Context: an optimization exercise on an open-source flow, tuned for small area and a short achievable clock period. The choices shown serve that exercise and are no tape-out recipe. RTL that was checked went through simulation tests only; none was proved equivalent to the original. Only the layout flow was run in runs 1, 2, 4 and 5; the RTL was not checked for function there. Power figures rest on the tool's default switching activity, not on a simulated workload.

<file path="design/flow/flow/run.sh">
#!/bin/bash
# Standard ORFS layout, with plain buf_1 cells as the port buffers
# instead of the default clkdlybuf4s50_1 delay cells.
set -euo pipefail
export BUFFER_PORTS_ARGS="-buffer_cell sky130_fd_sc_hd__buf_1"
bash standard.sh > standard.log 2>&1
</file>
<file path="design/flow/standard.sh">
#!/bin/bash
# synth_recipe.tcl (not shown) runs the flow's synth.tcl, then flattens the netlist and writes it again
# the make line also repeats each setting of config.mk as NAME=value (left out here)
make -C /OpenROAD-flow-scripts/flow DESIGN_CONFIG=/design/flow/config.mk WORK_HOME=/design/flow/orfs CLKGATE_MAP_FILE= SYNTH_SCRIPT=/design/flow/synth_recipe.tcl "${@:-finish}"
</file>
<file path="design/flow/config.mk">
export PLATFORM = sky130hd
export DESIGN_NAME = ecliptic_top
export DESIGN_NICKNAME = ecliptic_top
export VERILOG_FILES = /design/flow/design.v
export SDC_FILE = /design/flow/constraint.sdc
export NUM_CORES = 4
export LEC_CHECK = 0
export ABC_AREA = 1
export CAP_MARGIN = 20
export CORE_MARGIN = 2
export CORE_UTILIZATION = 40
export SETUP_SLACK_MARGIN = 3.5
export SLEW_MARGIN = 20
export SYNTH_HIERARCHICAL = 1
</file>
<file path="design/flow/constraint.sdc">
create_clock -name core_clock -period 7.5 [get_ports {clk}]
set_input_delay 1.5000 -clock core_clock [delete_from_list [all_inputs] [get_ports {clk}]]
set_output_delay 1.5000 -clock core_clock [all_outputs]
set_load 0.01 [all_outputs]
</file>
<file path="design/flow/design.v">
`default_nettype none
module ecliptic_classification
  (
   input wire         sg,
   input wire [2:0]   kind,
   output logic [9:0] res,
   output logic       ack
   );
  always_comb begin
    ack = |kind;
    res[0] =  sg & (kind == 3'd4);
    res[1] =  sg & (kind == 3'd3);
    res[2] =  sg & (kind == 3'd2);
    res[3] =  sg & (kind == 3'd1);
    res[4] = ~sg & (kind == 3'd1);
    res[5] = ~sg & (kind == 3'd2);
    res[6] = ~sg & (kind == 3'd3);
    res[7] = ~sg & (kind == 3'd4);
    res[8] = (kind == 3'd5);
    res[9] = (kind == 3'd6);
  end
endmodule
`default_nettype wire
`default_nettype none
module ecliptic_increment
  #(parameter int W = 32)
  (
   input wire [W-1:0]   a,
   input wire           cin,
   output logic [W-1:0] y
   );
  logic [W-1:0] p [0:$clog2(W)];
  always_comb begin
    p[0] = a;
    for (int l = 0; l < $clog2(W); l++) begin
      for (int i = 0; i < W; i++) begin
        if ((i >> l) & 1) p[l+1][i] = p[l][i] & p[l][((i >> l) << l) - 1];
        else p[l+1][i] = p[l][i];
      end
    end
    y[0] = a[0] ^ cin;
    for (int i = 1; i < W; i++) y[i] = a[i] ^ (cin & p[$clog2(W)][i-1]);
  end
endmodule
module ecliptic_converter_to_float
  (
   input wire          sg,
   input wire [7:0]    ex,
   input wire [22:0]   man,
   input wire          c32,
   input wire          g,
   input wire          st,
   input wire [1:0]    rm,
   output logic [31:0] res,
   output logic        inexact
   );
  logic        ru;
  logic [22:0] pm [0:5];
  logic [7:0]  pe [0:3];
  logic        ce;
  always_comb begin
    case (rm)
      2'b00: ru = g & (st | man[0]);
      2'b01: ru = 1'b0;
      2'b10: ru = sg & (g | st);
      default: ru = ~sg & (g | st);
    endcase
    inexact = g | st;
    pm[0] = man;
    for (int l = 0; l < 5; l++) begin
      for (int i = 0; i < 23; i++) begin
        if ((i >> l) & 1) pm[l+1][i] = pm[l][i] & pm[l][((i >> l) << l) - 1];
        else pm[l+1][i] = pm[l][i];
      end
    end
    pe[0] = ex;
    for (int l = 0; l < 3; l++) begin
      for (int i = 0; i < 8; i++) begin
        if ((i >> l) & 1) pe[l+1][i] = pe[l][i] & pe[l][((i >> l) << l) - 1];
        else pe[l+1][i] = pe[l][i];
      end
    end
    ce = c32 | (ru & pm[5][22]);
    res[31] = sg;
    res[23] = ex[0] ^ ce;
    for (int i = 1; i < 8; i++) res[23+i] = ex[i] ^ (ce & pe[3][i-1]);
    res[0] = man[0] ^ ru;
    for (int i = 1; i < 23; i++) res[i] = man[i] ^ (ru & pm[5][i-1]);
  end
endmodule
`default_nettype wire
`default_nettype none
module ecliptic_top
  (
   input wire          clk,
   input wire          nrst,
   input wire [31:0]   src1,
   input wire [31:0]   src2,
   input wire          bop_req,
   input wire [1:0]    bop_op,
   output logic [31:0] bop_res,
   output logic        bop_ack,
   input wire          cls_req,
   output logic [9:0]  cls_res,
   output logic        cls_ack,
   input wire          cmp_req,
   input wire [2:0]    cmp_op,
   output logic [31:0] cmp_res,
   output logic        cmp_invalid,
   output logic        cmp_ack,
   input wire          cvtw_req,
   input wire [1:0]    cvtw_rm,
   input wire          cvtw_unsigned,
   output logic [31:0] cvtw_res,
   output logic        cvtw_invalid,
   output logic        cvtw_inexact,
   output logic        cvtw_ack,
   input wire          cvts_req,
   input wire [1:0]    cvts_rm,
   input wire          cvts_unsigned,
   output logic [31:0] cvts_res,
   output logic        cvts_inexact,
   output logic        cvts_ack
   );
  logic bop_sign;
  always_comb begin
    case (bop_op)
      2'b00: bop_sign = src2[31];
      2'b01: bop_sign = ~src2[31];
      2'b10: bop_sign = src1[31] ^ src2[31];
      default: bop_sign = src1[31];
    endcase
  end
  always_ff @(posedge clk) begin
    if (~nrst | ~bop_req) begin
      bop_res <= '0;
      bop_ack <= '0;
    end else begin
      bop_res <= {bop_sign, src1[30:0]};
      bop_ack <= 1'b1;
    end
  end
  logic [2:0] cls_kind_n, cls_kind;
  logic       cls_sg;
  always_comb begin
    if (~|src1[30:23]) cls_kind_n = (~|src1[22:0]) ? 3'd1 : 3'd2;    
    else if (~&src1[30:23]) cls_kind_n = 3'd3;                        
    else if (~|src1[22:0]) cls_kind_n = 3'd4;                         
    else cls_kind_n = src1[22] ? 3'd6 : 3'd5;                         
  end
  always_ff @(posedge clk) begin
    if (~nrst | ~cls_req) begin
      cls_sg <= '0;
      cls_kind <= '0;
    end else begin
      cls_sg <= src1[31];
      cls_kind <= cls_kind_n;
    end
  end
  ecliptic_classification CLS (.sg(cls_sg), .kind(cls_kind), .res(cls_res), .ack(cls_ack));
  logic cmp_s1, cmp_s2, cmp_ones1, cmp_ones2, cmp_man1, cmp_man2;
  logic cmp_nan1, cmp_nan2, cmp_snan1, cmp_snan2, cmp_any_nan;
  logic cmp_mag_lt, cmp_mag_eq, cmp_both_zero;
  logic cmp_eq, cmp_lt, cmp_src1_first, cmp_pick1;
  logic [31:0] cmp_res_n;
  logic cmp_inv_n;
  logic [31:0] cmp_lt_t [0:5];
  logic [31:0] cmp_gt_t [0:5];
  always_comb begin
    for (int i = 0; i < 32; i++) begin
      if (i < 31) begin
        cmp_lt_t[0][i] = ~src1[i] & src2[i];
        cmp_gt_t[0][i] = src1[i] & ~src2[i];
      end else begin
        cmp_lt_t[0][i] = 1'b0;
        cmp_gt_t[0][i] = 1'b0;
      end
    end
    for (int l = 0; l < 5; l++) begin
      cmp_lt_t[l+1] = '0;
      cmp_gt_t[l+1] = '0;
      for (int i = 0; i < (16 >> l); i++) begin
        cmp_lt_t[l+1][i] = cmp_lt_t[l][2*i+1] | (~cmp_gt_t[l][2*i+1] & cmp_lt_t[l][2*i]);
        cmp_gt_t[l+1][i] = cmp_gt_t[l][2*i+1] | (~cmp_lt_t[l][2*i+1] & cmp_gt_t[l][2*i]);
      end
    end
    cmp_mag_lt = cmp_lt_t[5][0];
    cmp_mag_eq = ~cmp_lt_t[5][0] & ~cmp_gt_t[5][0];
    cmp_s1 = src1[31];
    cmp_s2 = src2[31];
    cmp_ones1 = &src1[30:23];
    cmp_ones2 = &src2[30:23];
    cmp_man1 = |src1[22:0];
    cmp_man2 = |src2[22:0];
    cmp_nan1 = cmp_ones1 & cmp_man1;
    cmp_nan2 = cmp_ones2 & cmp_man2;
    cmp_snan1 = cmp_ones1 & ~src1[22] & cmp_man1;
    cmp_snan2 = cmp_ones2 & ~src2[22] & cmp_man2;
    cmp_any_nan = cmp_nan1 | cmp_nan2;
    cmp_both_zero = ~|{src1[30:0], src2[30:0]};
    cmp_eq = ~cmp_any_nan & (cmp_both_zero | (cmp_mag_eq & (cmp_s1 == cmp_s2)));
    if (cmp_s1 != cmp_s2) cmp_lt = cmp_s1 & ~cmp_both_zero;
    else cmp_lt = cmp_s1 ? ~cmp_mag_lt & ~cmp_mag_eq : cmp_mag_lt;
    cmp_lt = cmp_lt & ~cmp_any_nan;
    cmp_src1_first = (cmp_s1 != cmp_s2) ? cmp_s1 : (cmp_s1 ^ cmp_mag_lt);
    cmp_pick1 = cmp_nan2 | (~cmp_nan1 & (cmp_src1_first ^ cmp_op[0]));
    cmp_res_n = '0;
    cmp_inv_n = 1'b0;
    case (cmp_op)
      3'b000: begin cmp_res_n[0] = cmp_lt | cmp_eq; cmp_inv_n = cmp_any_nan; end
      3'b001: begin cmp_res_n[0] = cmp_lt; cmp_inv_n = cmp_any_nan; end
      3'b010: begin cmp_res_n[0] = cmp_eq; cmp_inv_n = cmp_snan1 | cmp_snan2; end
      3'b100, 3'b101: begin
        cmp_res_n = (cmp_nan1 & cmp_nan2) ? 32'h7fc00000 : (cmp_pick1 ? src1 : src2);
        cmp_inv_n = cmp_snan1 | cmp_snan2;
      end
      default: ;
    endcase
  end
  always_ff @(posedge clk) begin
    if (~nrst | ~cmp_req) begin
      cmp_res <= '0;
      cmp_ack <= '0;
      cmp_invalid <= '0;
    end else begin
      cmp_res <= cmp_res_n;
      cmp_ack <= 1'b1;
      cmp_invalid <= cmp_inv_n;
    end
  end
  logic        w_s;
  logic [7:0]  w_e;
  logic [22:0] w_m;
  logic        w_ge127, w_e126, w_e158, w_ge159, w_nan, w_man_zero;
  logic [4:0]  w_k;
  logic [23:0] w_mg;
  logic [54:0] w_f;
  logic [21:0] w_smask;
  logic [31:0] w_ip;
  logic        w_guard, w_sticky, w_round_up;
  logic        w_inv_pre, w_force_zero, w_neg, w_inc;
  logic        w_satpos;
  logic [31:0] w_sat, w_q_n;
  logic        w_act_n, w_invalid_n, w_inexact_n;
  always_comb begin
    w_s = src1[31];
    w_e = src1[30:23];
    w_m = src1[22:0];
    w_man_zero = ~|w_m;
    w_ge127 = w_e[7] | (&w_e[6:0]);
    w_e126 = (w_e == 8'd126);
    w_e158 = (w_e == 8'd158);
    w_ge159 = w_e[7] & ((|w_e[6:5]) | (&w_e[4:0]));
    w_nan = (&w_e) & ~w_man_zero;
    w_k[0] = ~w_e[0];
    w_k[1] = w_e[1] ^ w_e[0];
    w_k[2] = w_e[2] ^ (&w_e[1:0]);
    w_k[3] = w_e[3] ^ (&w_e[2:0]);
    w_k[4] = w_e[4] ^ (&w_e[3:0]);
    w_mg = w_ge127 ? {1'b1, w_m} : 24'd0;
    w_f = {31'd0, w_mg} << w_k;
    w_ip = w_f[54:23];
    w_guard = w_f[22] | w_e126;
    w_smask = 22'h3fffff >> w_k;
    w_sticky = (w_ge127 & |(w_m[21:0] & w_smask)) |
               (~w_ge127 & (~w_man_zero | ((|w_e) & ~w_e126)));
    case (cvtw_rm)
      2'b00: w_round_up = w_guard & (w_sticky | w_ip[0]);
      2'b01: w_round_up = 1'b0;
      2'b10: w_round_up = w_s & (w_guard | w_sticky);
      default: w_round_up = ~w_s & (w_guard | w_sticky);
    endcase
    w_inv_pre = w_nan | w_ge159 |
                (w_e158 & (cvtw_unsigned ? w_s : ~(w_s & w_man_zero))) |
                (cvtw_unsigned & w_s & w_ge127);
    w_force_zero = cvtw_unsigned & w_s & ~w_ge127;
    w_invalid_n = w_inv_pre | (w_force_zero & w_round_up);
    w_inexact_n = ~w_invalid_n & (w_guard | w_sticky);
    w_satpos = ~w_s | w_nan;
    w_sat = {cvtw_unsigned ? w_satpos : ~w_satpos, {31{w_satpos}}};
    w_neg = w_s & ~w_inv_pre & ~w_force_zero;
    w_inc = w_round_up & ~w_inv_pre & ~w_force_zero;
    w_q_n = w_inv_pre ? w_sat : (w_ip ^ {32{w_neg}});
    w_act_n = w_neg ^ w_inc;
  end
  logic [31:0] cvtw_q;
  logic        cvtw_act;
  always_ff @(posedge clk) begin
    if (~nrst | ~cvtw_req) begin
      cvtw_ack <= '0;
      cvtw_q <= '0;
      cvtw_act <= '0;
      cvtw_invalid <= '0;
      cvtw_inexact <= '0;
    end else begin
      cvtw_ack <= 1'b1;
      cvtw_q <= w_q_n;
      cvtw_act <= w_act_n;
      cvtw_invalid <= w_invalid_n;
      cvtw_inexact <= w_inexact_n;
    end
  end
  ecliptic_increment #(.W(32)) CVTW_INC (.a(cvtw_q), .cin(cvtw_act), .y(cvtw_res));
  logic        f_s, f_zero;
  logic [31:0] f_b, f_a;
  logic [31:0] f_po [0:5];
  logic [31:0] f_zv [0:5];
  logic [4:0]  f_zc [0:5][0:31];
  logic [4:0]  f_lz;
  logic [6:0]  f_smask;
  logic [32:0] f_n [0:5];
  logic        f_guard, f_sticky;
  logic [7:0]  f_e_tab [0:31];
  logic [7:0]  f_e_n;
  always_comb begin
    f_s = ~cvts_unsigned & src1[31];
    f_zero = ~|src1;
    f_po[0] = src1;
    for (int l = 0; l < 5; l++) begin
      for (int i = 0; i < 32; i++) begin
        if ((i >> l) & 1) f_po[l+1][i] = f_po[l][i] | f_po[l][((i >> l) << l) - 1];
        else f_po[l+1][i] = f_po[l][i];
      end
    end
    f_a[0] = src1[0];
    for (int i = 1; i < 32; i++) f_a[i] = src1[i] ^ (f_s & f_po[5][i-1]);
    f_b = src1 ^ {32{f_s}};
    for (int i = 0; i < 32; i++) begin
      f_zv[0][i] = f_b[i];
      f_zc[0][i] = '0;
    end
    for (int l = 0; l < 5; l++) begin
      f_zv[l+1] = '0;
      for (int i = 0; i < 32; i++) f_zc[l+1][i] = '0;
      for (int i = 0; i < (16 >> l); i++) begin
        f_zv[l+1][i] = f_zv[l][2*i+1] | f_zv[l][2*i];
        f_zc[l+1][i] = f_zv[l][2*i+1] ? f_zc[l][2*i+1] : (f_zc[l][2*i] | 5'(1 << l));
      end
    end
    f_lz = f_zc[5][0];
    f_n[0] = {1'b0, f_a};
    for (int l = 0; l < 5; l++) f_n[l+1] = f_lz[4-l] ? (f_n[l] << (16 >> l)) : f_n[l];
    f_guard = f_n[5][7];
    f_smask = 7'h7f >> f_lz;
    f_sticky = |(f_a[6:0] & f_smask);
    for (int i = 0; i < 32; i++) f_e_tab[i] = 8'(158 - i);
    f_e_n = f_zero ? 8'd0 : f_e_tab[f_lz];
  end
  logic [22:0] cvts_man;
  logic [7:0]  cvts_ex;
  logic        cvts_c32, cvts_g, cvts_st, cvts_sg;
  logic [1:0]  cvts_mode;
  always_ff @(posedge clk) begin
    if (~nrst | ~cvts_req) begin
      cvts_ack <= '0;
      cvts_man <= '0;
      cvts_ex <= '0;
      cvts_c32 <= '0;
      cvts_g <= '0;
      cvts_st <= '0;
      cvts_sg <= '0;
      cvts_mode <= '0;
    end else begin
      cvts_ack <= 1'b1;
      cvts_man <= f_n[5][30:8];
      cvts_ex <= f_e_n;
      cvts_c32 <= f_n[5][32];
      cvts_g <= f_guard;
      cvts_st <= f_sticky;
      cvts_sg <= f_s;
      cvts_mode <= cvts_rm;
    end
  end
  ecliptic_converter_to_float CVTS
    (.sg(cvts_sg), .ex(cvts_ex), .man(cvts_man), .c32(cvts_c32), .g(cvts_g), .st(cvts_st),
     .rm(cvts_mode), .res(cvts_res), .inexact(cvts_inexact));
endmodule
`default_nettype wire
</file>
==> out/metrics.csv, run 1 <==
stage,metric,value,unit
place,placement.cell_area,13200,um^2
clock_network,cts_root_buffer,sky130_fd_sc_hd__clkbuf_16,
grt,grt_antenna_before_repair,1,
floorplan,die_h,179,um
timing,slew_headroom,49.6,%
timing,hold_ws,1.26,ns
finish,syn_to_final_growth,19.2,%
critical_path,setup.worst_path.end_class,flop,
finish,nets,2404,
logic_synthesis,ys_async_sr_fraction,0,%
clock_network,tritoncts,done,
timing,fin_ws,3.41,ns
power_and_ir_drop,max-vdd-ir-drop,0.143,mV
finish,multi_input_logic_area,8370,um^2
timing,fin_crit_period,4.09,ns
grt,first_pass_grt_wire_length,70.6,mm
critical_path,timing.critical_path.fanout_max,24,
floorplan,initial_utilization,40.4,%
timing,setup_viol_count_final,0,
timing,tightestPinTransition,0.755,ns
critical_path,timing.critical_path.from,src1[23],
logic_synthesis,synth_edf_count,0,
grt,overflow,0,
job,drv.max_cap_violation_count,0,
route,route.vias.total,14900,
floorplan,die_area,32100,um^2
route,detailedRoute.firstPassIterationCount,9,
grt,grt_pass1_vias,13100,
logic_synthesis,post_synth_num_cell_types,55,
floorplan,std_cell_rows,64,
critical_path,critical_path_required,7.86,ns
logic_synthesis,syn-instance-count,2096,
power_and_ir_drop,leakage_power,0.00650,uW
floorplan,die_w,179,um
power_and_ir_drop,power_per_cell_area,173,nW/um^2
finish,most_common_library_cell_in_the_layout_ignoring_fill_and_taps,sky130_fd_sc_hd__nand2_1,
logic_synthesis,syn_area_per_cell,5.85,um^2
critical_path,critPathKind,in -> reg,
critical_path,worstSetupStartpointType,primary input,
floorplan,num_io_pins,229,
outcome,status,no timing/DRC/antenna violations,
finish,final_cell_area,14600,um^2
clock_network,count_of_clock_tree_sinks,144,
timing,rsz0062_at_grt,true,
timing,max_freq,244,MHz
route,final_antenna_net_count,0,
timing,final_critical_path_share_of_the_clock_period,54.5,%
grt,maximum_number_of_pins_on_one_net_before_global_route_repair,53,
place,place_ws,1.88,ns
place,place_congestion,0.957,
logic_synthesis,yosysSeqAreaShare,23.5,%
logic_synthesis,postSynthRegisterBits,144,
route,drt-wirelength-per-cell,17.3,um
worst_hold_path,worstHoldPathType,in -> reg,
finish,seqCellArea,2880,um^2
worst_hold_path,worstHoldStart,cvts_rm[0],
route,number_of_remaining_drc_errors,0,
logic_synthesis,netlist_area,12300,um^2
clock_network,worst_setup_hold_path_clk_slew,0.06,ns
critical_path,cp.arrival,4.46,ns
place,placement.io_buffers,228,
finish,layout-drive-gt1-share,10.7,%
power_and_ir_drop,total_power,2530,uW
finish,fillCellCount,3315,
timing,setup_tns,0,ns
timing,final_slew_violations,0,
finish,highest_count_cells_in_the_layout_ignoring_fill_and_taps,"577 x sky130_fd_sc_hd__nand2_1, 267 x sky130_fd_sc_hd__nor2_1, 257 x sky130_fd_sc_hd__nand3_1",
clock_network,h-tree-depth,4,
route,drt_iter0_drc,1407,
timing,hold_violations,0,
route,wirelength,47.0,mm
clock_network,cts-root-to-sink-buffers,2,
route,post_drt_via_cell_ratio,5.47,
grt,groute.usage.overall,28.2,%
logic_synthesis,ys_dominant_reg_cell,sky130_fd_sc_hd__dfxtp_1,
clock_network,tritoncts.num_buffers,17,
floorplan,placeableCoreArea,30300,um^2
place,place_hpwl,34.3,mm
logic_synthesis,post_synthesis_net_count,2191,
logic_synthesis,synth-warning-count,20,
registers in the layout, indices dropped and copies added (netlist names), 2 cells and up:
| register | flops |
|---|---|
| bop_res | 32 |
| cmp_res | 32 |
| cvtw_q | 32 |
| cvts_man | 23 |
| cvts_ex | 7 |
| cls_kind | 3 |
| cvts_mode | 2 |
timing repair:
action,4_1_cts,5_1_grt
setup buffers,11,29
gates cloned,5,10
endpoints found under the setup margin,100,101
resized for setup,39,71
pin swaps,3,11
hold buffers,0,0
stage by stage:
stage          util [%]  cells
3_3_place_gp       43.3   2630
2_1_floorplan         -   2096
4_1_cts            46.2   2679
6_report           48.1   2719
3_5_place_dp       43.4   2631
5_1_grt            48.1   2719
cells by family (layout without fill, tap and decap cells):
logic type	count (synthesis)	in the layout	synth area share, %
other	0	1	0
buffers and inverters	309	527	10.9
multiplexers	4	4	0.327
adder cells (fa/ha/maj)	13	13	1.33
XOR/XNOR	51	51	3.77
AND/OR/NAND/NOR	1252	1259	45.2
flip-flops	144	144	23.5
AO/OA/AOI/OAI	323	324	15.0
Yosys cell counts, types with 3 or more instances:
| cell | count | share of area (%) |
|---|---|---|
| sky130_fd_sc_hd__o21a_1 | 3 | 0.18 |
| sky130_fd_sc_hd__buf_6 | 7 | 0.64 |
| sky130_fd_sc_hd__nor3_1 | 15 | 0.61 |
| sky130_fd_sc_hd__inv_1 | 179 | 5.5 |
| sky130_fd_sc_hd__nor2_1 | 270 | 8.3 |
| sky130_fd_sc_hd__nor4_1 | 8 | 0.41 |
| sky130_fd_sc_hd__nand2_2 | 15 | 0.77 |
| sky130_fd_sc_hd__dfxtp_1 | 144 | 24 |
| sky130_fd_sc_hd__ha_1 | 13 | 1.3 |
| sky130_fd_sc_hd__o22ai_1 | 9 | 0.46 |
| sky130_fd_sc_hd__inv_2 | 19 | 0.58 |
| sky130_fd_sc_hd__nand3_2 | 11 | 0.90 |
| sky130_fd_sc_hd__nand2_4 | 5 | 0.46 |
| sky130_fd_sc_hd__clkbuf_1 | 37 | 1.1 |
| sky130_fd_sc_hd__o21ai_0 | 116 | 4.7 |
| sky130_fd_sc_hd__buf_1 | 6 | 0.18 |
| sky130_fd_sc_hd__o21ai_2 | 8 | 0.57 |
| sky130_fd_sc_hd__clkinv_1 | 6 | 0.18 |
| sky130_fd_sc_hd__o21ai_1 | 28 | 1.1 |
| sky130_fd_sc_hd__or2_2 | 8 | 0.41 |
| sky130_fd_sc_hd__a211oi_1 | 27 | 1.7 |
| sky130_fd_sc_hd__nor2_2 | 11 | 0.56 |
| sky130_fd_sc_hd__mux2i_1 | 4 | 0.33 |
| sky130_fd_sc_hd__nand4_1 | 37 | 1.9 |
| sky130_fd_sc_hd__o211ai_1 | 12 | 0.73 |
| sky130_fd_sc_hd__buf_2 | 40 | 1.6 |
| sky130_fd_sc_hd__xnor2_1 | 11 | 0.79 |
| sky130_fd_sc_hd__nand3b_1 | 5 | 0.31 |
| sky130_fd_sc_hd__nor2_4 | 10 | 0.92 |
| sky130_fd_sc_hd__nor2_8 | 3 | 0.49 |
| sky130_fd_sc_hd__buf_4 | 10 | 0.61 |
| sky130_fd_sc_hd__or2_1 | 7 | 0.36 |
| sky130_fd_sc_hd__nand2_1 | 583 | 18 |
| sky130_fd_sc_hd__a21oi_1 | 105 | 4.3 |
| sky130_fd_sc_hd__xor2_1 | 38 | 2.7 |
| sky130_fd_sc_hd__nand3_1 | 259 | 11 |
worst max-delay path, stage by stage:
cell and delay (ns):
sky130_fd_sc_hd__clkbuf_2 0.17, sky130_fd_sc_hd__buf_12 0.19, sky130_fd_sc_hd__inv_1 0.14, sky130_fd_sc_hd__buf_8 0.23, sky130_fd_sc_hd__ha_1 0.17, sky130_fd_sc_hd__nand3_1 0.10, sky130_fd_sc_hd__nor4_2 0.57, sky130_fd_sc_hd__o21ai_0 0.38
sky130_fd_sc_hd__o21ai_0 0.43, sky130_fd_sc_hd__nand3_1 0.15, sky130_fd_sc_hd__nand2_1 0.12, sky130_fd_sc_hd__nand3_1 0.10, sky130_fd_sc_hd__a21oi_1 0.17
layer usage:
metal  routed length [um]  track usage (%)  up-vias
met5                    0                0        -
met4                 1710             11.3        0
met3                 4200             5.87      105
met2                20300             42.7      709
met1                20900             39.0     6784
li1                     -                -     7277
final cells by class:
cell class                      count  share of cell area, %
Clock buffer                       19                   3.03
Timing Repair inverter              5                  0.274
Antenna cell                        1                 0.0171
Multi-Input combinational cell   1651                   57.3
Timing Repair Buffer              283                   9.44
Inverter                          207                   5.71
Clock inverter                     13                   1.11
Sequential cell                   144                   19.7
Tap cell                          396                   3.39
Yosys stat by module (local to each module, per instance), a selection:
module	times used	flip-flops and latches
ecliptic_classification	1	0
ecliptic_converter_to_float	1	0
ecliptic_top	1	144
path summary, 6_finish.rpt:
kind  depth (start not counted)  slack (ns)           end
min                           3        1.26  cvts_mode[0]
max                          13        3.41  cvtw_inexact
power by group:
part / internal [uW] / total (uW) / switching, uW
registers: 806 / 837 / 30.3
logic: 244 / 798 / 554
clock network: 531 / 891 / 360
==> run 2, diff against run 1 <==
--- a/design/flow/config.mk
+++ b/design/flow/config.mk
@@ -9,6 +9,6 @@
 export CAP_MARGIN = 20
 export CORE_MARGIN = 2
 export CORE_UTILIZATION = 40
-export SETUP_SLACK_MARGIN = 3.5
+export SETUP_SLACK_MARGIN = 3.75
 export SLEW_MARGIN = 20
 export SYNTH_HIERARCHICAL = 1
==> run 2 against run 1 <==
Total power shrank 0.53%. Utilization grew 1.7 points. Combinational power grew 6.9%. Routed wire length grew 2.8%. Die area is the same. Synthesized cell count is the same.
==> out/metrics.csv, run 2 <==
stage,metric,value,unit
clock_network,tritoncts,done,
critical_path,crit_path_max_incr_delay,0.38,ns
route,post_drt_via_cell_ratio,5.46,
finish,fillCellCount,3213,
route,final_antenna_net_count,0,
logic_synthesis,post_synth_num_cell_types,55,
logic_synthesis,netlist_area,12300,um^2
critical_path,largest_delay_share_family_worst_path,buffers and inverters,
job,drv.max_cap_violation_count,0,
worst_hold_path,worstHoldEndpoint,cvts_mode[0],
route,drt_iter0_drc,1524,
power_and_ir_drop,switching_share,38.7,%
route,detailedRoute.firstPassIterationCount,6,
critical_path,crit_path_cell_trace,clkbuf_4 > buf_12 > ha_4 > nand3_2 > nor3_4 > nor2_4 > buf_6 > clkinvlp_4 > nand2_1 > o21ai_0 > o21ai_1 > buf_4 > o22ai_1 > inv_1 > nand2_1 > nand2_1 > nand3_1 > a21oi_1,
timing,final_critical_path_share_of_the_clock_period,49.0,%
place,placement.io_buffers,228,
finish,fin_util,49.8,%
worst_hold_path,worstHoldStart,cvts_rm[0],
timing,setup_viol_count_final,0,
critical_path,critical_path.most_common_cell,sky130_fd_sc_hd__nand2_1,
logic_synthesis,yosys-top-cells-area,"sky130_fd_sc_hd__dfxtp_1 24%, sky130_fd_sc_hd__nand2_1 18%, sky130_fd_sc_hd__nand3_1 11%",
logic_synthesis,post_synthesis_net_count,2191,
power_and_ir_drop,max-vdd-ir-drop,0.118,mV
power_and_ir_drop,internal_power,1540,uW
clock_network,h-tree-depth,4,
logic_synthesis,synth-compound-area-share,15.0,%
floorplan,std_cell_rows,64,
finish,syn_to_final_growth,23.3,%
grt,grt.met2_usage,45.5,%
floorplan,die_w,179,um
critical_path,critical_path_required,7.81,ns
logic_synthesis,yosys.area.top_type_share,23.5,%
grt,overflow,0,
route,wirelength,48.4,mm
timing,rsz0062_at_grt,true,
logic_synthesis,ys_dominant_reg_cell,sky130_fd_sc_hd__dfxtp_1,
logic_synthesis,netlist.top_cell.by_area,sky130_fd_sc_hd__dfxtp_1,
finish,layout-drive-gt1-share,13.7,%
grt,first_pass_grt_wire_length,73.0,mm
timing,max_freq,272,MHz
grt,grt_pass1_vias,13400,
worst_hold_path,worstHoldPathType,in -> reg,
clock_network,cts_root_buffer,sky130_fd_sc_hd__clkbuf_16,
route,drt-wirelength-per-cell,17.7,um
power_and_ir_drop,leakage_power,0.00671,uW
logic_synthesis,post_synthesis_adder_cell_area_fraction,1.33,%
floorplan,placeableCoreArea,30300,um^2
grt,maximum_number_of_pins_on_one_net_before_global_route_repair,36,
clock_network,cts-root-to-sink-buffers,2,
logic_synthesis,synth_edf_count,0,
critical_path,timing.critical_path.fanout_max,9,
grt,groute.usage.overall,29.4,%
grt,grt.met1_usage,40.1,%
logic_synthesis,synth-warning-count,20,
critical_path,critPathKind,in -> reg,
clock_network,cts_hold_buffers,0,
timing,tightestPinTransition,0.712,ns
timing,setup_tns,0,ns
logic_synthesis,postSynthRegisterBits,144,
logic_synthesis,xor_xnor_fraction_of_synth_area,3.77,%
power_and_ir_drop,share_seq_of_total_power,33.3,%
floorplan,num_io_pins,229,
finish,reg.largest.list,"bop_res x32, cmp_res x32, cvtw_q x32",
worst_hold_path,timing.hold.worst_path_depth,3,
clock_network,tritoncts.num_buffers,17,
critical_path,worstSetupStartpointType,primary input,
clock_network,count_of_clock_tree_sinks,144,
timing,final_slew_violations,0,
logic_synthesis,yosysSeqAreaShare,23.5,%
floorplan,die_h,179,um
logic_synthesis,main_combinational_cell_family_by_area_after_synthesis,simple AND/OR/NAND/NOR gates,
power_and_ir_drop,p_clk_share,32.7,%
finish,nets,2426,
finish,antenna_cells_inserted,0,
outcome,status,no timing/DRC/antenna violations,
critical_path,path_buf_inv,6,
route,route.vias.total,15000,
clock_network,worst_setup_hold_path_clk_slew,0.07,ns
power_and_ir_drop,gate_power_share,34.0,%
logic_synthesis,syn_area_per_cell,5.85,um^2
critical_path,worst_path_max_delay_cell,sky130_fd_sc_hd__o21ai_0,
logic_synthesis,synth.most_common_cell,sky130_fd_sc_hd__nand2_1,
finish,highest_count_cells_in_the_layout_ignoring_fill_and_taps,"567 x sky130_fd_sc_hd__nand2_1, 255 x sky130_fd_sc_hd__nor2_1, 254 x sky130_fd_sc_hd__nand3_1",
place,place_congestion,0.959,
grt,grt_util_met3,5.28,%
power_and_ir_drop,power_per_cell_area,166,nW/um^2
logic_synthesis,synth.cells.most_frequent,"583 x sky130_fd_sc_hd__nand2_1, 270 x sky130_fd_sc_hd__nor2_1, 259 x sky130_fd_sc_hd__nand3_1",
critical_path,setup.worst_path.end_class,flop,
timing,hold_violations,0,
route,number_of_remaining_drc_errors,0,
floorplan,initial_utilization,40.4,%
grt,grt_antenna_before_repair,0,
timing,slew_headroom,52.3,%
finish,most_common_library_cell_in_the_layout_ignoring_fill_and_taps,sky130_fd_sc_hd__nand2_1,
logic_synthesis,syn-instance-count,2096,
power_and_ir_drop,power.net_switching,973,uW
logic_synthesis,synth-simple-area-share,45.2,%
timing,fin_crit_period,3.67,ns
grt,top_usage_layer,met2,
floorplan,die_area,32100,um^2
critical_path,cp.arrival,3.98,ns
place,place_hpwl,34.5,mm
logic_synthesis,ys_async_sr_fraction,0,%
logic_synthesis,synth.area.mux_share,0.327,%
## run 2: area by class of cell
type                            count  area (um^2)  area share [%]
Multi-Input combinational cell   1650         8600            56.9
Sequential cell                   144         2880            19.1
Timing Repair Buffer              306         1670            11.0
Inverter                          207          867            5.74
Tap cell                          396          495            3.28
Clock buffer                       19          433            2.86
Clock inverter                     13          115           0.761
Timing Repair inverter              5         51.3           0.339
## run 2: logic make-up (layout without fill, tap and decap cells)
logic type,Yosys count,count (layout)
AOI/OAI and AO/OA,323,324
muxes,4,4
adders and majority gates,13,13
buffers and inverters,309,550
xor gates and xnor gates,51,51
and+or+nand+nor,1252,1258
DFF,144,144
## run 2: per-layer routing
metal / part of all wire [%] / up-vias
met5: 0 / -
met4: 3.7 / 0
met3: 8.9 / 110
met2: 44 / 723
met1: 44 / 6819
li1: - / 7318
## run 2: power by group through the flow
stage	registers (uW)	logic, uW	clock network [uW]
floorplan	850	509	0
global placement	853	710	0
global route	841	940	863
detailed placement	854	714	0
CTS	837	769	832
finish	837	853	822
## run 2: worst max path at each step
stage | depth (start not counted) | slack (ns) | endpoint | startpoint
6_report | 18 | 3.83 | cvtw_q[13] | src1[23]
2_1_floorplan | 13 | 3.77 | cvtw_q[1] | src1[23]
3_5_place_dp | 18 | 1.91 | cvts_man[3] | src1[31]
4_1_cts | 17 | 3.71 | cvtw_q[2] | src1[23]
3_3_place_gp | 18 | 1.89 | cvts_man[3] | src1[31]
5_1_grt | 20 | 3.71 | cvts_man[22] | cvts_unsigned
## run 2: metrics by stage
step                hold slack, ns  setup WS (ns)  instances  power, uW  cell area [um^2]
floorplan                     1.61           3.77       2096       1360             12300
global route                  1.25           3.71       2740       2640             15100
global placement              1.70           1.89       2633       1560             13200
finish                        1.24           3.83       2740       2510             15100
detailed placement            1.70           1.91       2633       1570             13200
CTS                           1.23           3.71       2704       2440             14300
## run 2: modules after synthesis, one instance, submodules excluded, a selection
module                       flops+latches  cells inside  copies in the design  cell area, um^2
ecliptic_converter_to_float              0           141                     1              777
ecliptic_classification                  0            19                     1             80.1
ecliptic_top                           144          1742                     1            10400
## run 2: timing repair
item / in CTS / in global routing
endpoints found under the setup margin: 108 / 100
buffers inserted: 29 / 28
pin swaps: 12 / 28
cloned: 10 / 8
resized for setup: 81 / 139
==> run 3, diff against run 2 <==
--- a/design/flow/design.v
+++ b/design/flow/design.v
@@ -23,23 +23,22 @@
 `default_nettype wire
 `default_nettype none
 module ecliptic_increment
-  #(parameter int W = 32)
   (
-   input wire [W-1:0]   a,
-   input wire           cin,
-   output logic [W-1:0] y
+   input wire [31:0]   a,
+   input wire          cin,
+   output logic [31:0] y
    );
-  logic [W-1:0] p [0:$clog2(W)];
+  logic [31:0] p [0:5];
   always_comb begin
     p[0] = a;
-    for (int l = 0; l < $clog2(W); l++) begin
-      for (int i = 0; i < W; i++) begin
+    for (int l = 0; l < 5; l++) begin
+      for (int i = 0; i < 32; i++) begin
         if ((i >> l) & 1) p[l+1][i] = p[l][i] & p[l][((i >> l) << l) - 1];
         else p[l+1][i] = p[l][i];
       end
     end
     y[0] = a[0] ^ cin;
-    for (int i = 1; i < W; i++) y[i] = a[i] ^ (cin & p[$clog2(W)][i-1]);
+    for (int i = 1; i < 32; i++) y[i] = a[i] ^ (cin & p[5][i-1]);
   end
 endmodule
 module ecliptic_converter_to_float
@@ -300,7 +299,7 @@
       cvtw_inexact <= w_inexact_n;
     end
   end
-  ecliptic_increment #(.W(32)) CVTW_INC (.a(cvtw_q), .cin(cvtw_act), .y(cvtw_res));
+  ecliptic_increment CVTW_INC (.a(cvtw_q), .cin(cvtw_act), .y(cvtw_res));
   logic        f_s, f_zero;
   logic [31:0] f_b, f_a;
   logic [31:0] f_po [0:5];
==> run 3 against run 2 <==
Sequential power about the same. Hold slack unchanged. Critical path depth unchanged. Count of clock-buffer cells in the layout unchanged. Largest power group unchanged. Sequential cell count unchanged. Global-route usage unchanged. Critical path type unchanged. Still clean. Die area unchanged.
==> out/metrics.csv, run 3 <==
stage,metric,value,unit
critical_path,worst_path_max_delay_cell,sky130_fd_sc_hd__o21ai_0,
critical_path,setup.worst_path.end_class,flop,
clock_network,count_of_clock_tree_sinks,144,
logic_synthesis,netlist.top_cell.by_area,sky130_fd_sc_hd__dfxtp_1,
floorplan,die_area,32100,um^2
timing,hold_violations,0,
worst_hold_path,worstHoldStart,cvts_rm[0],
logic_synthesis,syn_area_per_cell,5.85,um^2
timing,max_freq,272,MHz
job,drv.max_cap_violation_count,0,
logic_synthesis,synth.most_common_cell,sky130_fd_sc_hd__nand2_1,
finish,multi_input_logic_area,8600,um^2
worst_hold_path,timing.hold.worst_path_depth,3,
finish,highest_count_cells_in_the_layout_ignoring_fill_and_taps,"567 x sky130_fd_sc_hd__nand2_1, 255 x sky130_fd_sc_hd__nor2_1, 254 x sky130_fd_sc_hd__nand3_1",
logic_synthesis,yosys-top-cells-area,"sky130_fd_sc_hd__dfxtp_1 24%, sky130_fd_sc_hd__nand2_1 18%, sky130_fd_sc_hd__nand3_1 11%",
critical_path,worstSetupStartpointType,primary input,
route,drt-wirelength-per-cell,17.7,um
logic_synthesis,netlist_area,12300,um^2
place,placement.io_buffers,228,
finish,antenna_cells_inserted,0,
worst_hold_path,worstHoldEndpoint,cvts_mode[0],
route,number_of_remaining_drc_errors,0,
route,wirelength,48.4,mm
critical_path,cp.arrival,3.98,ns
outcome,status,no timing/DRC/antenna violations,
floorplan,std_cell_rows,64,
floorplan,die_w,179,um
logic_synthesis,yosysSeqAreaShare,23.5,%
critical_path,critical_path.most_common_cell,sky130_fd_sc_hd__nand2_1,
clock_network,tritoncts.num_buffers,17,
timing,rsz0062_at_grt,true,
critical_path,crit_path_max_incr_delay,0.38,ns
logic_synthesis,ys_dominant_reg_cell,sky130_fd_sc_hd__dfxtp_1,
grt,first_pass_grt_wire_length,73.0,mm
power_and_ir_drop,leakage_power,0.00671,uW
finish,nets,2426,
critical_path,critical_path_required,7.81,ns
route,drt_iter0_drc,1524,
worst_hold_path,worstHoldPathType,in -> reg,
clock_network,h-tree-depth,4,
timing,final_slew_violations,0,
route,route.vias.total,15000,
timing,tightestPinTransition,0.712,ns
logic_synthesis,post_synthesis_net_count,2191,
grt,grt_pass1_vias,13400,
finish,seqCellArea,2880,um^2
logic_synthesis,synth_edf_count,0,
route,detailedRoute.firstPassIterationCount,6,
grt,overflow,0,
finish,most_common_library_cell_in_the_layout_ignoring_fill_and_taps,sky130_fd_sc_hd__nand2_1,
critical_path,crit_path_cell_trace,clkbuf_4 > buf_12 > ha_4 > nand3_2 > nor3_4 > nor2_4 > buf_6 > clkinvlp_4 > nand2_1 > o21ai_0 > o21ai_1 > buf_4 > o22ai_1 > inv_1 > nand2_1 > nand2_1 > nand3_1 > a21oi_1,
place,place_hpwl,34.5,mm
power_and_ir_drop,max-vdd-ir-drop,0.118,mV
logic_synthesis,ys_async_sr_fraction,0,%
finish,fillCellCount,3213,
floorplan,placeableCoreArea,30300,um^2
timing,setup_tns,0,ns
logic_synthesis,post_synth_num_cell_types,55,
route,final_antenna_net_count,0,
timing,slew_headroom,52.3,%
route,post_drt_via_cell_ratio,5.46,
place,place_congestion,0.959,
clock_network,worst_setup_hold_path_clk_slew,0.07,ns
clock_network,cts_root_buffer,sky130_fd_sc_hd__clkbuf_16,
grt,maximum_number_of_pins_on_one_net_before_global_route_repair,36,
logic_synthesis,syn-instance-count,2096,
power_and_ir_drop,power_per_cell_area,166,nW/um^2
floorplan,num_io_pins,229,
finish,reg.largest.list,"bop_res x32, cmp_res x32, cvtw_q x32",
clock_network,cts-root-to-sink-buffers,2,
logic_synthesis,postSynthRegisterBits,144,
finish,syn_to_final_growth,23.3,%
grt,grt_antenna_before_repair,0,
logic_synthesis,yosys.area.top_type_share,23.5,%
clock_network,tritoncts,done,
logic_synthesis,synth.cells.most_frequent,"583 x sky130_fd_sc_hd__nand2_1, 270 x sky130_fd_sc_hd__nor2_1, 259 x sky130_fd_sc_hd__nand3_1",
floorplan,initial_utilization,40.4,%
timing,final_critical_path_share_of_the_clock_period,49.0,%
timing,setup_viol_count_final,0,
grt,groute.usage.overall,29.4,%
clock_network,cts_hold_buffers,0,
finish,layout-drive-gt1-share,13.7,%
place,place_ws,1.91,ns
logic_synthesis,synth-warning-count,20,
floorplan,die_h,179,um
timing,fin_ws,3.83,ns
timing,fin_crit_period,3.67,ns
critical_path,timing.critical_path.fanout_max,9,
critical_path,critPathKind,in -> reg,
## run 3: cell counts in the layout (fill, tap and decap cells not counted)
No cell type changed its count.
## run 3: repair_timing
| action | in CTS | in global routing |
|---|---|---|
| cloned | 10 | 8 |
| setup endpoints to repair | 108 | 100 |
| pin swaps | 12 | 28 |
| gates resized for setup | 81 | 139 |
| endpoints found under the hold margin | 0 | 0 |
| setup buffers | 29 | 28 |
## run 3: worst max-delay path by stage
stage                              end          start  cells after the start  slack, ns
after CTS                    cvtw_q[2]       src1[23]                     17       3.71
after detailed placement   cvts_man[3]       src1[31]                     18       1.91
final                       cvtw_q[13]       src1[23]                     18       3.83
after global routing      cvts_man[22]  cvts_unsigned                     20       3.71
after floorplan              cvtw_q[1]       src1[23]                     13       3.77
after global placement     cvts_man[3]       src1[31]                     18       1.89
## run 3: through the flow
stage                     instances  util, %  hold slack [ns]  instance area (um^2)  power, uW
final                          2740     49.8             1.24                 15100       2510
after global routing           2740     49.8             1.25                 15100       2640
after CTS                      2704     47.1             1.23                 14300       2440
after detailed placement       2633     43.4             1.70                 13200       1570
after global placement         2633     43.4             1.70                 13200       1560
after floorplan                2096        -             1.61                 12300       1360
## run 3: final cells by class
type	instances	area share, %
clock inverters	13	0.761
inverters	207	5.74
flip-flops and latches	144	19.1
repair buffers	306	11.0
repair inverters	5	0.339
well taps	396	3.28
clock buffers	19	2.86
multi-input cells	1650	56.9
## run 3: cells by family (layout without fill, tap and decap cells)
group | count (synthesis) | in the layout | share of synthesized area [%]
buf+inv | 309 | 550 | 10.9
compound gates | 323 | 324 | 15.0
fa+ha+maj | 13 | 13 | 1.33
xor+xnor | 51 | 51 | 3.77
mux | 4 | 4 | 0.327
simple gates | 1252 | 1258 | 45.2
flops | 144 | 144 | 23.5
## run 3: layer usage
layer | global-route usage (%) | wire length [um]
met5 | 0 | 0
met4 | 11.7 | 1780
met3 | 5.28 | 4320
met2 | 45.5 | 21200
met1 | 40.1 | 21100
## run 3: worst max-delay path, delay by kind of cell
kind            cells  cell delay, ns
buf+inv             6            0.85
compound gates      4            0.76
simple gates        7            0.70
fa+ha+maj           1            0.17
## run 3: power breakdown
group          leakage, uW  switching [uW]  internal [uW]  total, uW
logic              0.00528             576            277        853
clock network     0.000260             367            455        822
registers          0.00118            30.5            806        837
total              0.00671             973           1540       2510
## run 3: modules after synthesis (local to each module, per instance)
module | times used | area [um^2]
ecliptic_classification | 1 | 80.1
ecliptic_increment | 1 | 988
ecliptic_top | 1 | 10400
ecliptic_converter_to_float | 1 | 777
==> run 4, diff against run 3 <==
--- a/design/flow/design.v
+++ b/design/flow/design.v
@@ -46,17 +46,16 @@
    input wire          sg,
    input wire [7:0]    ex,
    input wire [22:0]   man,
-   input wire          c32,
+   input wire          c,
    input wire          g,
    input wire          st,
    input wire [1:0]    rm,
    output logic [31:0] res,
    output logic        inexact
    );
-  logic        ru;
+  logic        ru, cin, ce;
   logic [22:0] pm [0:5];
   logic [7:0]  pe [0:3];
-  logic        ce;
   always_comb begin
     case (rm)
       2'b00: ru = g & (st | man[0]);
@@ -65,6 +64,7 @@
       default: ru = ~sg & (g | st);
     endcase
     inexact = g | st;
+    cin = c | ru;
     pm[0] = man;
     for (int l = 0; l < 5; l++) begin
       for (int i = 0; i < 23; i++) begin
@@ -79,12 +79,12 @@
         else pe[l+1][i] = pe[l][i];
       end
     end
-    ce = c32 | (ru & pm[5][22]);
+    ce = cin & pm[5][22];
     res[31] = sg;
     res[23] = ex[0] ^ ce;
     for (int i = 1; i < 8; i++) res[23+i] = ex[i] ^ (ce & pe[3][i-1]);
-    res[0] = man[0] ^ ru;
-    for (int i = 1; i < 23; i++) res[i] = man[i] ^ (ru & pm[5][i-1]);
+    res[0] = man[0] ^ cin;
+    for (int i = 1; i < 23; i++) res[i] = man[i] ^ (cin & pm[5][i-1]);
   end
 endmodule
 `default_nettype wire
@@ -231,9 +231,9 @@
   logic [7:0]  w_e;
   logic [22:0] w_m;
   logic        w_ge127, w_e126, w_e158, w_ge159, w_nan, w_man_zero;
-  logic [4:0]  w_k;
+  logic        w_e127;
   logic [23:0] w_mg;
-  logic [54:0] w_f;
+  logic [55:0] w_f;
   logic [21:0] w_smask;
   logic [31:0] w_ip;
   logic        w_guard, w_sticky, w_round_up;
@@ -251,16 +251,12 @@
     w_e158 = (w_e == 8'd158);
     w_ge159 = w_e[7] & ((|w_e[6:5]) | (&w_e[4:0]));
     w_nan = (&w_e) & ~w_man_zero;
-    w_k[0] = ~w_e[0];
-    w_k[1] = w_e[1] ^ w_e[0];
-    w_k[2] = w_e[2] ^ (&w_e[1:0]);
-    w_k[3] = w_e[3] ^ (&w_e[2:0]);
-    w_k[4] = w_e[4] ^ (&w_e[3:0]);
+    w_e127 = (w_e == 8'd127);
     w_mg = w_ge127 ? {1'b1, w_m} : 24'd0;
-    w_f = {31'd0, w_mg} << w_k;
-    w_ip = w_f[54:23];
-    w_guard = w_f[22] | w_e126;
-    w_smask = 22'h3fffff >> w_k;
+    w_f = {31'd0, w_mg, 1'b0} << w_e[4:0];
+    w_ip = w_e127 ? 32'd1 : w_f[54:23];
+    w_guard = w_e127 ? w_m[22] : (w_f[22] | w_e126);
+    w_smask = w_e127 ? 22'h3fffff : (22'h1fffff >> w_e[4:0]);
     w_sticky = (w_ge127 & |(w_m[21:0] & w_smask)) |
                (~w_ge127 & (~w_man_zero | ((|w_e) & ~w_e126)));
     case (cvtw_rm)
@@ -300,29 +296,20 @@
     end
   end
   ecliptic_increment CVTW_INC (.a(cvtw_q), .cin(cvtw_act), .y(cvtw_res));
-  logic        f_s, f_zero;
-  logic [31:0] f_b, f_a;
-  logic [31:0] f_po [0:5];
+  logic        f_s, f_zero, f_bzero;
+  logic [31:0] f_b;
   logic [31:0] f_zv [0:5];
   logic [4:0]  f_zc [0:5][0:31];
   logic [4:0]  f_lz;
+  logic [31:0] f_t [0:5];
   logic [6:0]  f_smask;
-  logic [32:0] f_n [0:5];
-  logic        f_guard, f_sticky;
-  logic [7:0]  f_e_tab [0:31];
+  logic [7:0]  f_cmask;
+  logic        f_guard, f_sticky, f_carry;
+  logic [7:0]  f_ze [0:5][0:31];
   logic [7:0]  f_e_n;
   always_comb begin
     f_s = ~cvts_unsigned & src1[31];
     f_zero = ~|src1;
-    f_po[0] = src1;
-    for (int l = 0; l < 5; l++) begin
-      for (int i = 0; i < 32; i++) begin
-        if ((i >> l) & 1) f_po[l+1][i] = f_po[l][i] | f_po[l][((i >> l) << l) - 1];
-        else f_po[l+1][i] = f_po[l][i];
-      end
-    end
-    f_a[0] = src1[0];
-    for (int i = 1; i < 32; i++) f_a[i] = src1[i] ^ (f_s & f_po[5][i-1]);
     f_b = src1 ^ {32{f_s}};
     for (int i = 0; i < 32; i++) begin
       f_zv[0][i] = f_b[i];
@@ -337,33 +324,41 @@
       end
     end
     f_lz = f_zc[5][0];
-    f_n[0] = {1'b0, f_a};
-    for (int l = 0; l < 5; l++) f_n[l+1] = f_lz[4-l] ? (f_n[l] << (16 >> l)) : f_n[l];
-    f_guard = f_n[5][7];
+    f_bzero = ~f_zv[5][0];
+    f_t[0] = src1;
+    for (int l = 0; l < 5; l++) f_t[l+1] = f_lz[4-l] ? (f_t[l] << (16 >> l)) : f_t[l];
     f_smask = 7'h7f >> f_lz;
-    f_sticky = |(f_a[6:0] & f_smask);
-    for (int i = 0; i < 32; i++) f_e_tab[i] = 8'(158 - i);
-    f_e_n = f_zero ? 8'd0 : f_e_tab[f_lz];
+    f_cmask = 8'hff >> f_lz;
+    f_sticky = |(src1[6:0] & f_smask);
+    f_guard = ~f_lz[4] & ~f_lz[3] & (f_t[5][7] ^ (f_s & f_sticky));
+    f_carry = f_s & ~|(src1[7:0] & f_cmask);
+    for (int i = 0; i < 32; i++) f_ze[0][i] = 8'(127 + i);
+    for (int l = 0; l < 5; l++) begin
+      for (int i = 0; i < 32; i++) f_ze[l+1][i] = '0;
+      for (int i = 0; i < (16 >> l); i++)
+        f_ze[l+1][i] = f_zv[l][2*i+1] ? f_ze[l][2*i+1] : f_ze[l][2*i];
+    end
+    f_e_n = f_zero ? 8'd0 : (f_bzero ? 8'd126 : f_ze[5][0]);
   end
   logic [22:0] cvts_man;
   logic [7:0]  cvts_ex;
-  logic        cvts_c32, cvts_g, cvts_st, cvts_sg;
+  logic        cvts_c, cvts_g, cvts_st, cvts_sg;
   logic [1:0]  cvts_mode;
   always_ff @(posedge clk) begin
     if (~nrst | ~cvts_req) begin
       cvts_ack <= '0;
       cvts_man <= '0;
       cvts_ex <= '0;
-      cvts_c32 <= '0;
+      cvts_c <= '0;
       cvts_g <= '0;
       cvts_st <= '0;
       cvts_sg <= '0;
       cvts_mode <= '0;
     end else begin
       cvts_ack <= 1'b1;
-      cvts_man <= f_n[5][30:8];
+      cvts_man <= f_t[5][30:8] ^ {23{f_s}};
       cvts_ex <= f_e_n;
-      cvts_c32 <= f_n[5][32];
+      cvts_c <= f_carry;
       cvts_g <= f_guard;
       cvts_st <= f_sticky;
       cvts_sg <= f_s;
@@ -371,7 +366,7 @@
     end
   end
   ecliptic_converter_to_float CVTS
-    (.sg(cvts_sg), .ex(cvts_ex), .man(cvts_man), .c32(cvts_c32), .g(cvts_g), .st(cvts_st),
+    (.sg(cvts_sg), .ex(cvts_ex), .man(cvts_man), .c(cvts_c), .g(cvts_g), .st(cvts_st),
      .rm(cvts_mode), .res(cvts_res), .inexact(cvts_inexact));
 endmodule
 `default_nettype wire
--- a/design/flow/config.mk
+++ b/design/flow/config.mk
@@ -9,6 +9,7 @@
 export CAP_MARGIN = 20
 export CORE_MARGIN = 2
 export CORE_UTILIZATION = 40
-export SETUP_SLACK_MARGIN = 3.75
+export CTS_BUF_LIST = sky130_fd_sc_hd__clkbuf_8
+export SETUP_SLACK_MARGIN = 3.9
 export SLEW_MARGIN = 20
 export SYNTH_HIERARCHICAL = 1
==> run 4 against run 3 <==
Still clean. First-iteration DRC count rose by 2.8%. Worst setup slack improved by 0.14 ns. Via count rose by 5.9%.
==> out/metrics.csv, run 4 <==
stage,metric,value,unit
worst_hold_path,worstHoldEndpoint,cvts_mode[0],
floorplan,std_cell_rows,64,
critical_path,crit_path_cell_trace,clkbuf_2 > buf_12 > nand2_8 > buf_16 > xor2_2 > nand2_2 > nor3_4 > buf_6 > buf_6 > buf_4 > a21oi_4 > buf_4 > nand2_1 > nand2_1 > nand2_1 > nand3_1 > nand3_1 > a21oi_1 > nor2_1,
logic_synthesis,netlist.top_cell.by_area,sky130_fd_sc_hd__dfxtp_1,
grt,grt_pass1_vias,14000,
floorplan,die_w,179,um
logic_synthesis,syn_area_per_cell,5.67,um^2
timing,final_slew_violations,0,
clock_network,worst_setup_hold_path_clk_slew,0.09,ns
logic_synthesis,yosysSeqAreaShare,23.5,%
logic_synthesis,synth_edf_count,0,
finish,layout-drive-gt1-share,17.9,%
clock_network,count_of_clock_tree_sinks,144,
logic_synthesis,ys_async_sr_fraction,0,%
finish,most_common_library_cell_in_the_layout_ignoring_fill_and_taps,sky130_fd_sc_hd__nand2_1,
timing,rsz0062_at_grt,true,
floorplan,die_h,179,um
place,place_hpwl,35.4,mm
timing,fin_crit_period,3.54,ns
power_and_ir_drop,total_power,2270,uW
critical_path,setup.worst_path.end_class,flop,
clock_network,tritoncts.num_buffers,17,
route,drt_iter0_drc,1566,
route,detailedRoute.firstPassIterationCount,8,
finish,nets,2538,
finish,fin_util,52.9,%
logic_synthesis,post_synthesis_net_count,2248,
route,final_antenna_net_count,0,
logic_synthesis,ys_dominant_reg_cell,sky130_fd_sc_hd__dfxtp_1,
critical_path,worstSetupStartpointType,primary input,
power_and_ir_drop,max-vdd-ir-drop,0.0964,mV
clock_network,h-tree-depth,4,
place,placement.io_buffers,228,
critical_path,critical_path.most_common_cell,sky130_fd_sc_hd__nand2_1,
critical_path,cp.arrival,3.90,ns
timing,setup_viol_count_final,0,
grt,groute.usage.overall,30.8,%
grt,first_pass_grt_wire_length,76.3,mm
worst_hold_path,worstHoldStart,cvts_rm[0],
floorplan,placeableCoreArea,30300,um^2
logic_synthesis,syn-instance-count,2163,
logic_synthesis,netlist_area,12300,um^2
outcome,status,no timing/DRC/antenna violations,
logic_synthesis,yosys.area.top_type_share,23.5,%
timing,max_freq,283,MHz
grt,overflow,0,
logic_synthesis,postSynthRegisterBits,144,
critical_path,critPathKind,in -> reg,
floorplan,initial_utilization,40.4,%
grt,maximum_number_of_pins_on_one_net_before_global_route_repair,40,
timing,final_critical_path_share_of_the_clock_period,47.2,%
clock_network,cts_hold_buffers,0,
route,wirelength,52.1,mm
finish,syn_to_final_growth,30.9,%
logic_synthesis,synth-warning-count,19,
clock_network,cts_root_buffer,sky130_fd_sc_hd__clkbuf_8,
critical_path,worst_path_max_delay_cell,sky130_fd_sc_hd__a21oi_4,
place,place_congestion,0.988,
power_and_ir_drop,leakage_power,0.00721,uW
logic_synthesis,synth.most_common_cell,sky130_fd_sc_hd__nand2_1,
finish,highest_count_cells_in_the_layout_ignoring_fill_and_taps,"627 x sky130_fd_sc_hd__nand2_1, 265 x sky130_fd_sc_hd__nand3_1, 235 x sky130_fd_sc_hd__nor2_1",
timing,setup_tns,0,ns
floorplan,die_area,32100,um^2
timing,tightestPinTransition,0.922,ns
power_and_ir_drop,power_per_cell_area,141,nW/um^2
route,post_drt_via_cell_ratio,5.54,
clock_network,tritoncts,done,
route,drt-wirelength-per-cell,18.2,um
route,number_of_remaining_drc_errors,0,
logic_synthesis,yosys-top-cells-area,"sky130_fd_sc_hd__dfxtp_1 24%, sky130_fd_sc_hd__nand2_1 20%, sky130_fd_sc_hd__nand3_1 11%",
logic_synthesis,post_synth_num_cell_types,58,
critical_path,largest_delay_share_family_worst_path,buffers and inverters,
floorplan,num_io_pins,229,
logic_synthesis,synth.cells.most_frequent,"658 x sky130_fd_sc_hd__nand2_1, 281 x sky130_fd_sc_hd__nand3_1, 255 x sky130_fd_sc_hd__nor2_1",
critical_path,timing.critical_path.from,src1[31],
worst_hold_path,timing.hold.worst_path_depth,3,
clock_network,cts-root-to-sink-buffers,2,
critical_path,path_buf_inv,7,
critical_path,crit_path_max_incr_delay,0.26,ns
finish,reg.largest.list,"bop_res x32, cmp_res x32, cvtw_q x32",
route,route.vias.total,15800,
critical_path,timing.critical_path.fanout_max,8,
timing,slew_headroom,38.3,%
worst_hold_path,worstHoldPathType,in -> reg,
critical_path,critical_path_required,7.87,ns
timing,hold_violations,0,
grt,grt_antenna_before_repair,1,
job,drv.max_cap_violation_count,0,
-- run 4: cell count changes in the layout (fill, tap and decap cells not counted), moves of 13 or more --
cell                       change
sky130_fd_sc_hd__o21ai_1      -17
sky130_fd_sc_hd__buf_4        +33
sky130_fd_sc_hd__o21ai_0      +13
sky130_fd_sc_hd__nand2_2      +14
sky130_fd_sc_hd__dfxtp_1      -14
sky130_fd_sc_hd__nand2_1      +60
sky130_fd_sc_hd__nor2_1       -20
sky130_fd_sc_hd__clkbuf_8     +20
-- run 4: through the flow --
| step | cells | area (um^2) | setup slack [ns] | hold slack, ns |
|---|---|---|---|---|
| after detailed placement | 2698 | 13200 | 1.90 | 1.70 |
| after global placement | 2698 | 13200 | 2.01 | 1.70 |
| final | 2863 | 16100 | 3.96 | 1.21 |
| after floorplan | 2163 | 12300 | 3.93 | 1.61 |
| after global routing | 2862 | 16000 | 3.81 | 1.19 |
| after CTS | 2797 | 14800 | 3.87 | 1.19 |
-- run 4: layout make-up --
type | count | area, um^2
Tap cell | 396 | 495
Timing Repair Buffer | 360 | 2430
Inverter | 208 | 928
Multi-Input combinational cell | 1714 | 8840
Sequential cell | 144 | 2910
Fill cell | 3208 | 14300
Clock inverter | 12 | 124
Clock buffer | 20 | 275
Timing Repair inverter | 8 | 48.8
Antenna cell | 1 | 2.50
-- run 4: worst min-delay path: cells and delay by family --
kind / cells / cell delay [ns]
buffers and inverters: 2 / 0.12
and+or+nand+nor: 1 / 0.04
-- run 4: kinds of logic (layout without fill, tap and decap cells) --
family | Yosys count | after routing | synth area share, %
flops | 144 | 144 | 23.5
xor+xnor | 30 | 30 | 2.20
compound gates | 333 | 334 | 15.2
mux | 2 | 2 | 0.163
fa+ha+maj | 3 | 3 | 0.306
other cells | 0 | 1 | 0
simple gates | 1334 | 1345 | 47.8
buf+inv | 317 | 608 | 10.8
-- run 4: Yosys stat by module, one instance, submodules excluded --
module,copies in the design,flip-flops and latches,cells
ecliptic_classification,1,0,19
ecliptic_converter_to_float,1,0,190
ecliptic_top,1,144,1760
ecliptic_increment,1,0,194
-- run 4: timing repair --
action                                 CTS  global route
pin swaps                               20            58
endpoints found under the hold margin    0             0
setup endpoints to repair              147           125
resized for setup                      166           194
buffers inserted                        50            50
gates cloned                            17            15
-- run 4: worst max-delay path by stage --
stage                              end  depth (start not counted)
final                     cvts_man[19]                         19
after CTS                 cvts_res[24]                          9
after global placement    cvts_man[15]                         18
after detailed placement   cvts_man[3]                         17
after floorplan             cvtw_q[12]                         15
after global routing      cvtw_invalid                         19
-- run 4: routing by layer --
metal	track usage, %	share of wire [%]	vias to the layer above
li1	-	-	7671
met1	42.1	44	7339
met2	47.1	44	722
met3	7.00	8.8	115
met4	11.3	3.3	2
met5	0	0.015	-
-- run 4: where the power goes --
part / switching [uW] / internal, uW / total (uW)
logic: 516 / 277 / 793
clock network: 350 / 296 / 646
registers: 25.7 / 801 / 827
total: 892 / 1370 / 2270
==> run 5, diff against run 4 <==
--- a/design/flow/config.mk
+++ b/design/flow/config.mk
@@ -10,6 +10,6 @@
 export CORE_MARGIN = 2
 export CORE_UTILIZATION = 40
 export CTS_BUF_LIST = sky130_fd_sc_hd__clkbuf_8
-export SETUP_SLACK_MARGIN = 3.9
+export SETUP_SLACK_MARGIN = 3.75
 export SLEW_MARGIN = 20
 export SYNTH_HIERARCHICAL = 1
==> run 5 against run 4 <==
Die area stayed put. Hold slack worse by 0.014 ns. Worst setup slack worse by 0.14 ns. Routed wire length is 3.9% lower. Critical path type unchanged. Global-route usage is 0.51 points lower. Still clean. Sequential share of layout area is 1.0 points higher. Largest power group unchanged.
==> out/metrics.csv, run 5 <==
stage,metric,value,unit
timing,rsz0062_at_grt,true,
logic_synthesis,yosys.area.top_type_share,23.5,%
logic_synthesis,syn-instance-count,2163,
critical_path,crit_path_cell_trace,clkbuf_2 > clkinvlp_4 > buf_4 > nand4_1 > nor3_1 > nand4_1 > nor2_4 > inv_1 > nand2_2 > nand3_1 > nor2_2 > buf_8 > xor2_1 > nand2_1 > a21oi_1,
floorplan,std_cell_rows,64,
logic_synthesis,postSynthRegisterBits,144,
route,drt-wirelength-per-cell,17.8,um
clock_network,cts_root_buffer,sky130_fd_sc_hd__clkbuf_8,
place,placement.io_buffers,228,
logic_synthesis,synth.area.mux_share,0.163,%
floorplan,die_h,179,um
critical_path,critical_path_required,7.83,ns
timing,hold_violations,0,
logic_synthesis,yosys-top-cells-area,"sky130_fd_sc_hd__dfxtp_1 24%, sky130_fd_sc_hd__nand2_1 20%, sky130_fd_sc_hd__nand3_1 11%",
logic_synthesis,post_synthesis_net_count,2248,
power_and_ir_drop,power_per_cell_area,147,nW/um^2
logic_synthesis,netlist.top_cell.by_area,sky130_fd_sc_hd__dfxtp_1,
clock_network,tritoncts.num_buffers,17,
route,drt_iter0_drc,1295,
grt,grt_pass1_vias,13700,
route,route.vias.total,15300,
logic_synthesis,synth-warning-count,19,
grt,maximum_number_of_pins_on_one_net_before_global_route_repair,49,
logic_synthesis,syn_area_per_cell,5.67,um^2
timing,slew_headroom,43.2,%
grt,first_pass_grt_wire_length,75.0,mm
route,final_antenna_net_count,0,
finish,reg.largest.list,"bop_res x32, cmp_res x32, cvtw_q x32",
finish,most_common_library_cell_in_the_layout_ignoring_fill_and_taps,sky130_fd_sc_hd__nand2_1,
floorplan,placeableCoreArea,30300,um^2
grt,grt_antenna_before_repair,1,
job,drv.max_cap_violation_count,0,
timing,tightestPinTransition,0.849,ns
critical_path,critical_path.most_common_cell,sky130_fd_sc_hd__nand4_1,
timing,max_freq,272,MHz
grt,groute.usage.overall,30.2,%
place,place_hpwl,35.6,mm
critical_path,crit_path_max_incr_delay,0.37,ns
route,detailedRoute.firstPassIterationCount,6,
finish,layout-drive-gt1-share,13.9,%
logic_synthesis,xor_xnor_fraction_of_synth_area,2.20,%
logic_synthesis,ys_async_sr_fraction,0,%
critical_path,critPathKind,in -> reg,
power_and_ir_drop,max-vdd-ir-drop,0.115,mV
timing,final_slew_violations,0,
clock_network,cts-root-to-sink-buffers,2,
finish,syn_to_final_growth,23.7,%
clock_network,worst_setup_hold_path_clk_slew,0.09,ns
timing,setup_tns,0,ns
grt,overflow,0,
logic_synthesis,post_synth_num_cell_types,58,
finish,multi_input_logic_area,8510,um^2
timing,setup_viol_count_final,0,
finish,highest_count_cells_in_the_layout_ignoring_fill_and_taps,"640 x sky130_fd_sc_hd__nand2_1, 275 x sky130_fd_sc_hd__nand3_1, 240 x sky130_fd_sc_hd__nor2_1",
logic_synthesis,synth.most_common_cell,sky130_fd_sc_hd__nand2_1,
worst_hold_path,worstHoldPathType,in -> reg,
critical_path,worstSetupStartpointType,primary input,
critical_path,timing.critical_path.fanout_max,26,
place,place_congestion,1.01,
route,met1Wirelength,22.2,mm
clock_network,cts_hold_buffers,0,
timing,final_critical_path_share_of_the_clock_period,49.0,%
floorplan,initial_utilization,40.4,%
route,highest_layer,met4,
clock_network,tritoncts,done,
timing,hold_ws,1.19,ns
critical_path,setup.worst_path.end_class,flop,
outcome,status,no timing/DRC/antenna violations,
logic_synthesis,post_synthesis_adder_cell_area_fraction,0.306,%
finish,nets,2496,
logic_synthesis,main_combinational_cell_family_by_area_after_synthesis,simple AND/OR/NAND/NOR gates,
==> run 5: cell counts after synthesis <==
Identical to the previous run, type by type.
==> run 5: routing by layer <==
| layer | GRT usage, % | vias to the layer above |
|---|---|---|
| met3 | 6.91 | 91 |
| li1 | - | 7559 |
| met4 | 10.2 | 0 |
| met5 | 0 | - |
| met1 | 40.9 | 6960 |
| met2 | 47.2 | 712 |
==> run 5: modules after synthesis, one instance, submodules excluded <==
module | cells inside | copies in the design | cell area (um^2) | flops+latches
ecliptic_top | 1760 | 1 | 10200 | 144
ecliptic_increment | 194 | 1 | 988 | 0
ecliptic_converter_to_float | 190 | 1 | 947 | 0
ecliptic_classification | 19 | 1 | 80.1 | 0
==> run 5: layout make-up <==
| cell class | instances | share of cell area (%) |
|---|---|---|
| Clock inverter | 14 | 1.19 |
| Multi-Input combinational cell | 1707 | 56.1 |
| Timing Repair inverter | 5 | 0.182 |
| Sequential cell | 144 | 19.1 |
| Timing Repair Buffer | 328 | 12.7 |
| Tap cell | 396 | 3.27 |
| Clock buffer | 18 | 1.63 |
| Inverter | 208 | 5.85 |
==> run 5: through the flow <==
| stage | setup WS [ns] | instance area (um^2) | util (%) | total power (uW) | std cells |
|---|---|---|---|---|---|
| 3_3_place_gp | 1.84 | 13200 | 43.6 | 1450 | 2699 |
| 3_5_place_dp | 1.82 | 13200 | 43.6 | 1450 | 2699 |
| 5_1_grt | 3.67 | 15200 | 50.0 | 2340 | 2820 |
| 2_1_floorplan | 3.85 | 12300 | - | 1270 | 2163 |
| 6_report | 3.82 | 15200 | 50.0 | 2230 | 2820 |
| 4_1_cts | 3.75 | 14200 | 46.9 | 2170 | 2767 |
==> run 5: worst paths after layout <==
path	endpoint	depth (start not counted)	startpoint
worst max-delay path	cvtw_q[31]	15	src1[1]
worst min-delay path	cvts_mode[0]	3	cvts_rm[0]
==> run 5: cells by family after synthesis <==
family / after synthesis
simple gates: 1334
xor+xnor: 30
mux: 2
buf+inv: 317
fa+ha+maj: 3
flops: 144
compound gates: 333
==> run 5: what timing repair did <==
action | CTS | global route
buffers inserted | 28 | 46
resized for setup | 101 | 124
pin swaps | 9 | 27
cloned | 8 | 7
endpoints found under the setup margin | 125 | 106
==> run 5: report_power, final <==
group          switching [uW]  internal (uW)  total, uW
logic                     484            225        709
registers                26.0            801        827
clock network             346            344        690
total                     856           1370       2230
==> run 5: critical path: cells and delay by family <==
family / cells / cell delay [ns]
XOR/XNOR: 1 / 0.16
AO/OA/AOI/OAI: 1 / 0.37
buffers and inverters: 5 / 0.86
AND/OR/NAND/NOR: 8 / 1.11

-- afterwards: timing with drivers on the ports --
How much do the figures lean on ideal ports? The routed layouts below were timed once more, with nothing changed but the port constraints. Step 1, drivers: a clkbuf_16 drives clk and a buf_2 each remaining input, both assumed. Step 2 also shifts input and output timing later by t, the mid clock arrival at the registers, as if the neighbouring blocks saw the same clock. Three values: no drivers, after step 1, after step 2; two values: the first two.
| run | t (ns) | slack for setup (ns) |
|---|---|---|
| run 1 | 0.496 | 3.409 / 3.439 / 2.942 |
| run 2 | 0.492 | 3.827 / 3.839 / 3.346 |
| run 3 | 0.492 | 3.827 / 3.839 / 3.346 |
| run 4 | 0.516 | 3.963 / 3.925 / 3.463 |
| run 5 | 0.526 | 3.822 / 3.783 / 3.325 |
After both steps setup and hold are still met in every run listed.
